From an optimization exercise on the open Yosys and OpenROAD flow, aimed at small area and a short achievable clock period; shortcuts taken in it are not production practice. Where RTL was checked, it was by simulation tests only, not by an equivalence proof against the original.

// lab4_2
module lab4_2( 
              input wire      mode,
              input wire[2:0] opCode,
              input wire[3:0] value,
              input clk,
              input reset,
              output reg[9:0] result,
              output reg cacheFull,
              output reg invalidOp,
              output reg overflow);
	reg [9:0] p1;
	reg [4:1] p1_one;
	reg [4:0] p1_two;
	wire [11:0] re = {1'b0, result, 1'b0};
	wire [4:1] r_one;
	wire [4:0] r_two;
	genvar d;
	generate
		for (d = 0; d < 5; d = d + 1) begin : enc
			if (d > 0) assign r_one[d] = re[2*d+1] ^ re[2*d];
			assign r_two[d] = (re[2*d+2] & ~re[2*d+1] & ~re[2*d]) | (~re[2*d+2] & re[2*d+1] & re[2*d]);
		end
	endgenerate
	reg [5:0] j;
	reg       w;
	reg [5:0] size;
	reg [3:0] offset;
	reg [2:0] ops  [0:31];
	reg [3:0] vals [0:31];
	reg [2:0] op;
	reg [3:0] v;
	reg       is_setr;	 
	wire in_ok   = ~(opCode[1] & opCode[0]);
	wire load_ok = ~mode & in_ok & ~size[5];
  ...
export LEC_CHECK = 0
export CAP_MARGIN = 20
export CORE_MARGIN = 2
export CORE_UTILIZATION = 40
export CTS_BUF_LIST = sky130_fd_sc_hd__clkbuf_16
export CTS_CLUSTER_DIAMETER = 100
export CTS_CLUSTER_SIZE = 22
export SETUP_SLACK_MARGIN = 4.0
export SLEW_MARGIN = 20
export SYNTH_HIERARCHICAL = 1
export SYNTH_MINIMUM_KEEP_SIZE = 0
create_clock -name core_clock -period 8.0 [get_ports {clk}]
run.sh (not shown) runs the stock make flow with config.mk's settings and CLKGATE_MAP_FILE= SYNTH_SCRIPT=/design/flow/synth_recipe.tcl, a recipe that flattens the netlist after the stock synthesis.
Rerun with:
--- a/flow/design.v
+++ b/flow/design.v
@@ -56,16 +56,18 @@
 	integer m;
 	always @(*) begin
 		big = 1'b0;
 		for (m = 1; m < 10; m = m + 1)
 			big = big | ((|(result >> m)) & (|(p1 >> (10 - m))));
 	end
-	wire [2:0] pc_lo, pc_hi;
-	l42_pc5 pcl (.x(result[4:0]), .n(pc_lo));
-	l42_pc5 pch (.x(result[9:5]), .n(pc_hi));
-	wire [3:0] popc = pc_lo + pc_hi;
+	reg [3:0] popc;
+	integer q;
+	always @(*) begin
+		popc = 4'd0;
+		for (q = 0; q < 10; q = q + 1) popc = popc + result[q];
+	end
 	wire [9:0] brev = {result[0], result[1], result[2], result[3], result[4],
 	                   result[5], result[6], result[7], result[8], result[9]};
 	wire       fsel = mode & is_fma;
 	wire [9:0] oth_res = (mode & ~is_setr) ? (op[2] ? (op[0] ? brev : {6'd0, popc}) : sadd[9:0]) : result;
 	wire       oth_ovf = mode & (is_setr ? overflow : (~op[2] & (sadd[11] | sadd[10])));
 	wire [9:0] res_d;
@@ -157,24 +159,12 @@
 module l42_fin(input wire sel, input wire [10:0] t, input wire big,
                input wire [9:0] o_res, input wire o_ovf,
                output wire [9:0] res, output wire ovf);
 	assign res = sel ? t[9:0] : o_res;
 	assign ovf = sel ? (big | t[10]) : o_ovf;
 endmodule
-module l42_pc5(input wire [4:0] x, output reg [2:0] n);
-	always @(*) begin
-		case (x)
-			5'd0: n = 3'd0;
-			5'd1, 5'd2, 5'd4, 5'd8, 5'd16: n = 3'd1;
-			5'd3, 5'd5, 5'd6, 5'd9, 5'd10, 5'd12, 5'd17, 5'd18, 5'd20, 5'd24: n = 3'd2;
-			5'd7, 5'd11, 5'd13, 5'd14, 5'd19, 5'd21, 5'd22, 5'd25, 5'd26, 5'd28: n = 3'd3;
-			5'd31: n = 3'd5;
-			default: n = 3'd4;
-		endcase
-	end
-endmodule
 module l42_mac(input wire [9:0] a, input wire [9:0] b, input wire [4:1] e_one,
                input wire [4:0] e_two, input wire [3:0] v, output wire [10:0] t);
 	wire [10:0] aa = {1'b0, a};
 	wire pp0_0;
 	l42_pp upp0_0 (.one(b[0]), .two(e_two[0]), .neg(b[1]), .x1(aa[0]), .x0(1'b0), .y(pp0_0));
 	wire pp0_1;
@@ -341,23 +331,20 @@
 	wire p4_8 = p0[8] & p3_7;
 	wire g4_9 = g1_9 | (p1_9 & g3_7);
 	wire p4_9 = p1_9 & p3_7;
 	wire g4_10 = g2_10 | (p2_10 & g3_7);
 	wire p4_10 = p2_10 & p3_7;
 	assign s[0] = p0[0];
-	l42_x2 ux1 (.a(p0[1]), .b(g0[0]), .y(s[1]));
-	l42_x2 ux2 (.a(p0[2]), .b(g1_1), .y(s[2]));
-	l42_x2 ux3 (.a(p0[3]), .b(g2_2), .y(s[3]));
-	l42_x2 ux4 (.a(p0[4]), .b(g2_3), .y(s[4]));
-	l42_x2 ux5 (.a(p0[5]), .b(g3_4), .y(s[5]));
-	l42_x2 ux6 (.a(p0[6]), .b(g3_5), .y(s[6]));
-	l42_x2 ux7 (.a(p0[7]), .b(g3_6), .y(s[7]));
-	l42_x2 ux8 (.a(p0[8]), .b(g3_7), .y(s[8]));
-	l42_x2 ux9 (.a(p0[9]), .b(g4_8), .y(s[9]));
-	l42_x2 ux10 (.a(p0[10]), .b(g4_9), .y(s[10]));
+	assign s[1] = p0[1] ^ g0[0];
+	assign s[2] = p0[2] ^ g1_1;
+	assign s[3] = p0[3] ^ g2_2;
+	assign s[4] = p0[4] ^ g2_3;
+	assign s[5] = p0[5] ^ g3_4;
+	assign s[6] = p0[6] ^ g3_5;
+	assign s[7] = p0[7] ^ g3_6;
+	assign s[8] = p0[8] ^ g3_7;
+	assign s[9] = p0[9] ^ g4_8;
+	assign s[10] = p0[10] ^ g4_9;
 endmodule
 module l42_pp(input wire one, input wire two, input wire neg, input wire x1, input wire x0, output wire y);
 	assign y = ((one & x1) | (two & x0)) ^ neg;
 endmodule
-module l42_x2(input wire a, input wire b, output wire y);
-	assign y = a ^ b;
-endmodule
Result:
- synthesized area shrinks slightly
- sequential share of layout area grows by 0.52 points
- via count shrinks by a few percent
- sequential cell count is unchanged
- die area shrinks slightly
- global-route usage shrinks by 0.42 points
- cell area shrinks slightly
- worst setup slack gets worse by 0.039 ns
- fmax shrinks slightly
- clock-buffer cell count grows by 1
- synthesized cell count shrinks by a few percent
The RTL of the first run of this note was laid out without a check of its function.

[re-timing with driven ports]
No port has a modelled driver above. Below, the same layouts with a new extraction and two added sets of constraints. Step 1 assumes that a clkbuf_16 drives the clock port and a buf_2 every other input. Step 2 also shifts input and output timing later by t, the mid clock arrival at the registers, as if the neighbouring blocks saw the same clock. a / b / c = ideal / step 1 / step 2; a / b = the first two.
run	t (ns)	slack for setup (ns)	worst register clock-pin slew, ns	pins driven straight from the clock port
the first run	0.550	4.195 / 4.195 / 3.721	0.10 / 0.10	1
the second run	0.552	4.156 / 4.156 / 3.833	0.10 / 0.10	1
After both steps setup and hold are still met in every run listed. The setup slack of the first run, which loses most, moves by 0.000 ns with the drivers and by -0.474 ns with both steps.
